Source: an optimization exercise on an open RTL-to-GDS flow (aim: small area and a short achievable clock period). Production flows keep margins and buffers that such runs may drop. In this exercise RTL edits were held to simulation tests only and were not proved equivalent to the original. The clock input has no modelled driver; a real chip could not lean on it and would need a root buffer or a full tree. Power is estimated from default activity; no workload was simulated.

## avalon_host
module avalon_host #(
    parameter DEPTH = 32,               
    parameter AW    = $clog2(DEPTH)     
) (
    input clk,
    input rst_n,
	 input reset_release,
    input [127:0] s_axi_data,
    input s_axi_valid,
    input s_axi_last,
    output ready_out,  
    input s_axi_ready,
    output [31:0] avm_address,
    output [31:0] avm_burstcount,
    output reg avm_write,
    output reg [127:0] avm_writedata,
    output [15:0] avm_byteenable,
    output reg avm_read_0,
    input avm_readdatavalid_0,
    input [127:0] avm_readdata_0
);
Size: roughly 13000 cells after synthesis, roughly 4400 flip-flops, roughly 470 I/O pins, ~0.15 mm^2 of cells after synthesis.
export LEC_CHECK = 0
export CAP_MARGIN = 20
export CORE_MARGIN = 2
export CORE_UTILIZATION = 46
export SETUP_SLACK_MARGIN = 1.75
export SLEW_MARGIN = 20
create_clock -name core_clock -period 4.0 [get_ports {clk}]
standard.sh (not shown) runs the stock make flow with config.mk's settings and CLKGATE_MAP_FILE= SYNTH_SCRIPT=/design/flow/synth_recipe.tcl, a recipe that flattens the netlist after the stock synthesis.
==> flow/flow/run.sh <==
#!/bin/bash
set -euo pipefail
export PRE_CTS_TCL="$PWD/flow/manual_cts.tcl"
export MC_M=8
export MC_L=8
bash standard.sh finish > flow_make.log 2>&1
==> flow/flow/manual_cts.tcl <==
# Manual clock tree, sourced as the PRE_CTS hook of ORFS's cts.tcl.
# clk port -> 4 root buffers (one per region) -> 4 mid buffers each -> 16 leaf
# buffers each -> flip-flops. Regions come from recursive median bisection of
# the placed flip-flops, and every buffer sits at the centroid of what it
# drives, so all flip-flops see the same number of buffer stages.

proc mc_split {items n} {
  if {$n <= 1} { return [list $items] }
  set xs {}; set ys {}
  foreach i $items { lappend xs [lindex $i 0]; lappend ys [lindex $i 1] }
  set dx [expr {[tcl::mathfunc::max {*}$xs] - [tcl::mathfunc::min {*}$xs]}]
  set dy [expr {[tcl::mathfunc::max {*}$ys] - [tcl::mathfunc::min {*}$ys]}]
  set k [expr {$dx >= $dy ? 0 : 1}]
  set s [lsort -integer -index $k $items]
  set h [expr {[llength $s] / 2}]
  return [concat [mc_split [lrange $s 0 [expr {$h - 1}]] [expr {$n / 2}]] \
                 [mc_split [lrange $s $h end] [expr {$n / 2}]]]
}

proc mc_centroid {items} {
  set sx 0; set sy 0
  foreach i $items { set sx [expr {$sx + [lindex $i 0]}]; set sy [expr {$sy + [lindex $i 1]}] }
  set n [llength $items]
  return [list [expr {int($sx / $n)}] [expr {int($sy / $n)}]]
}

# make a buffer at the centroid of items, driving their pins; returns an item
# {x y A-iterm} for the level above
proc mc_buf {name items} {
  lassign [mc_centroid $items] x y
  set inst [odb::dbInst_create $::mc_block $::mc_master $name]
  $inst setLocation [expr {$x - 2760}] [expr {$y - 1360}]
  $inst setPlacementStatus PLACED
  set net [odb::dbNet_create $::mc_block "${name}_net"]
  $net setSigType CLOCK
  [$inst findITerm X] connect $net
  foreach i $items {
    set it [lindex $i 2]
    $it disconnect
    $it connect $net
  }
  return [list $x $y [$inst findITerm A]]
}

proc mc_main {} {
  set ::mc_block [ord::get_db_block]
  set ::mc_master [[ord::get_db] findMaster sky130_fd_sc_hd__clkbuf_16]
  set clk [$::mc_block findNet clk]
  set mc_sinks {}
  foreach it [$clk getITerms] {
    set inst [$it getInst]
    if {[[$it getMTerm] getName] ne "CLK"} { error "manual_cts: unexpected clock load [$inst getName]" }
    set bb [$inst getBBox]
    lappend mc_sinks [list [expr {([$bb xMin] + [$bb xMax]) / 2}] [expr {([$bb yMin] + [$bb yMax]) / 2}] $it]
  }
  puts "manual_cts: [llength $mc_sinks] clock sinks"

  set mc_roots {}
  set r 0
  foreach rg [mc_split $mc_sinks 4] {
    set mids {}
    set m 0
    foreach mg [mc_split $rg $::env(MC_M)] {
      set leaves {}
      set l 0
      foreach lg [mc_split $mg $::env(MC_L)] {
        lappend leaves [mc_buf "mcts_leaf_${r}_${m}_${l}" $lg]
        incr l
      }
      lappend mids [mc_buf "mcts_mid_${r}_${m}" $leaves]
      incr m
    }
    lappend mc_roots [mc_buf "mcts_root_${r}" $mids]
    incr r
  }
  foreach i $mc_roots { [lindex $i 2] connect $clk }
  $clk setSigType CLOCK
  global_connect
  set_propagated_clock [all_clocks]
  puts "manual_cts: tree 4 x $::env(MC_M) x $::env(MC_L)"


}
mc_main

# cts.tcl calls clock_tree_synthesis next: the tree is already built
rename clock_tree_synthesis mc_orig_clock_tree_synthesis
proc clock_tree_synthesis {args} { puts "manual_cts: clock_tree_synthesis skipped" }
Edit:
--- a/flow/flow/run.sh
+++ b/flow/flow/run.sh
@@ -5,0 +6,2 @@
+export MC_LEAF=sky130_fd_sc_hd__clkbuf_8
+export MC_SMALL_HPWL_DBU=75000
--- a/flow/flow/manual_cts.tcl
+++ b/flow/flow/manual_cts.tcl
@@ -29 +29,2 @@
-proc mc_buf {name items} {
+proc mc_buf {name items {master ""}} {
+  if {$master eq ""} { set master $::mc_master }
@@ -31 +32 @@
-  set inst [odb::dbInst_create $::mc_block $::mc_master $name]
+  set inst [odb::dbInst_create $::mc_block $master $name]
@@ -44,0 +46,9 @@
+# a compact leaf cluster gets the smaller clkbuf_8, a spread one clkbuf_16
+proc mc_leaf_master {items} {
+  set xs {}; set ys {}
+  foreach i $items { lappend xs [lindex $i 0]; lappend ys [lindex $i 1] }
+  set hpwl [expr {[tcl::mathfunc::max {*}$xs] - [tcl::mathfunc::min {*}$xs] + [tcl::mathfunc::max {*}$ys] - [tcl::mathfunc::min {*}$ys]}]
+  if {$hpwl <= $::env(MC_SMALL_HPWL_DBU) && [llength $items] <= 20} { return $::mc_leaf_master }
+  return $::mc_master
+}
+
@@ -47,0 +58 @@
+  set ::mc_leaf_master [[ord::get_db] findMaster $::env(MC_LEAF)]
@@ -67 +78 @@
-        lappend leaves [mc_buf "mcts_leaf_${r}_${m}_${l}" $lg]
+        lappend leaves [mc_buf "mcts_leaf_${r}_${m}_${l}" $lg [mc_leaf_master $lg]]
--- a/flow/config.mk
+++ b/flow/config.mk
@@ -11 +11 @@
-export SETUP_SLACK_MARGIN = 1.75
+export SETUP_SLACK_MARGIN = 1.9
The new run finished clean. Total power goes down by about 4%. Routed wire length went up by about 4%. Combinational power goes up by about 3%.
Edit:
--- a/flow/flow/run.sh
+++ b/flow/flow/run.sh
@@ -6,2 +5,0 @@
-export MC_LEAF=sky130_fd_sc_hd__clkbuf_8
-export MC_SMALL_HPWL_DBU=75000
--- a/flow/flow/manual_cts.tcl
+++ b/flow/flow/manual_cts.tcl
@@ -29,2 +29 @@
-proc mc_buf {name items {master ""}} {
-  if {$master eq ""} { set master $::mc_master }
+proc mc_buf {name items} {
@@ -32 +31 @@
-  set inst [odb::dbInst_create $::mc_block $master $name]
+  set inst [odb::dbInst_create $::mc_block $::mc_master $name]
@@ -46,9 +44,0 @@
-# a compact leaf cluster gets the smaller clkbuf_8, a spread one clkbuf_16
-proc mc_leaf_master {items} {
-  set xs {}; set ys {}
-  foreach i $items { lappend xs [lindex $i 0]; lappend ys [lindex $i 1] }
-  set hpwl [expr {[tcl::mathfunc::max {*}$xs] - [tcl::mathfunc::min {*}$xs] + [tcl::mathfunc::max {*}$ys] - [tcl::mathfunc::min {*}$ys]}]
-  if {$hpwl <= $::env(MC_SMALL_HPWL_DBU) && [llength $items] <= 20} { return $::mc_leaf_master }
-  return $::mc_master
-}
-
@@ -58 +47,0 @@
-  set ::mc_leaf_master [[ord::get_db] findMaster $::env(MC_LEAF)]
@@ -78 +67 @@
-        lappend leaves [mc_buf "mcts_leaf_${r}_${m}_${l}" $lg [mc_leaf_master $lg]]
+        lappend leaves [mc_buf "mcts_leaf_${r}_${m}_${l}" $lg]
Power came out higher by a few percent.
Area after synthesis is unchanged.
Final area rose slightly.
Via count went down slightly.
Global-route usage falls by 0.14 points.
No run of this note takes its clock network from TritonCTS; it comes from the design's own scripts or RTL.

========
Another version of the RTL of avalon_host (not shown whole).
Size: about 7700 cells after synthesis, roughly 4300 flip-flops, ~0.15 mm² of cells after synthesis.
Settings: LEC_CHECK=0, CAP_MARGIN=20, CORE_MARGIN=2, CORE_UTILIZATION=60, SETUP_SLACK_MARGIN=1.2, SLEW_MARGIN=20; clock period 4.0 ns.
run.sh (not shown) runs the stock make flow with config.mk's settings and CLKGATE_MAP_FILE= SYNTH_SCRIPT=/design/flow/synth_recipe.tcl, a recipe that flattens the netlist after the stock synthesis.
Stock flow here: none of the scripts above is used.
Next try:
Settings changed: CORE_UTILIZATION 60 to 50, CTS_CLUSTER_DIAMETER from default to 60, CTS_CLUSTER_SIZE from default to 25, SETUP_SLACK_MARGIN 1.2 to 1.6.
Outcome: The new run completed with no timing, DRC or antenna violations; cell count rises by 5.0%; utilization falls by 12 points; area after synthesis is unchanged; count of clock-buffer cells in the layout falls by 246; die area rises by 20%; sequential cell count does not change.

-- re-timing with driven ports --
The results above use ideal ports. As a check the final layouts listed here were re-extracted and re-timed, cells and wires unchanged. Step 1, drivers: a clkbuf_16 drives clk and a buf_2 each remaining input, both assumed. Step 2 also shifts input and output timing later by t, the mid clock arrival at the registers, as if the neighbouring blocks saw the same clock. a / b / c = ideal / step 1 / step 2; a / b = the first two.
| run | shift t [ns] | setup WS [ns] | hold WS [ns] | cell pins on the clock port's net |
|---|---|---|---|---|
| the first run of note 1 | 0.950 | 1.643 / 1.468 / 1.365 | 0.150 / -0.005 / 0.423 | 4 |
| the second run of note 1 | 0.960 | 1.759 / 1.514 / 1.253 | 0.097 / -0.095 / 0.440 | 4 |
| the third run of note 1 | 0.954 | 1.722 / 1.565 / 1.274 | 0.075 / -0.105 / 0.416 | 4 |
| the first run of note 2 | 1.058 | 1.128 / 1.128 / 0.645 | 0.321 / 0.243 / 0.426 | 1 |
| the second run of note 2 | 1.039 | 1.399 / 1.297 / 0.550 | 0.315 / 0.233 / 0.435 | 1 |
After both steps setup and hold are still met in every run listed. The setup slack of the second run of note 2, which loses most, moves by -0.102 ns with the drivers and by -0.849 ns with both steps.
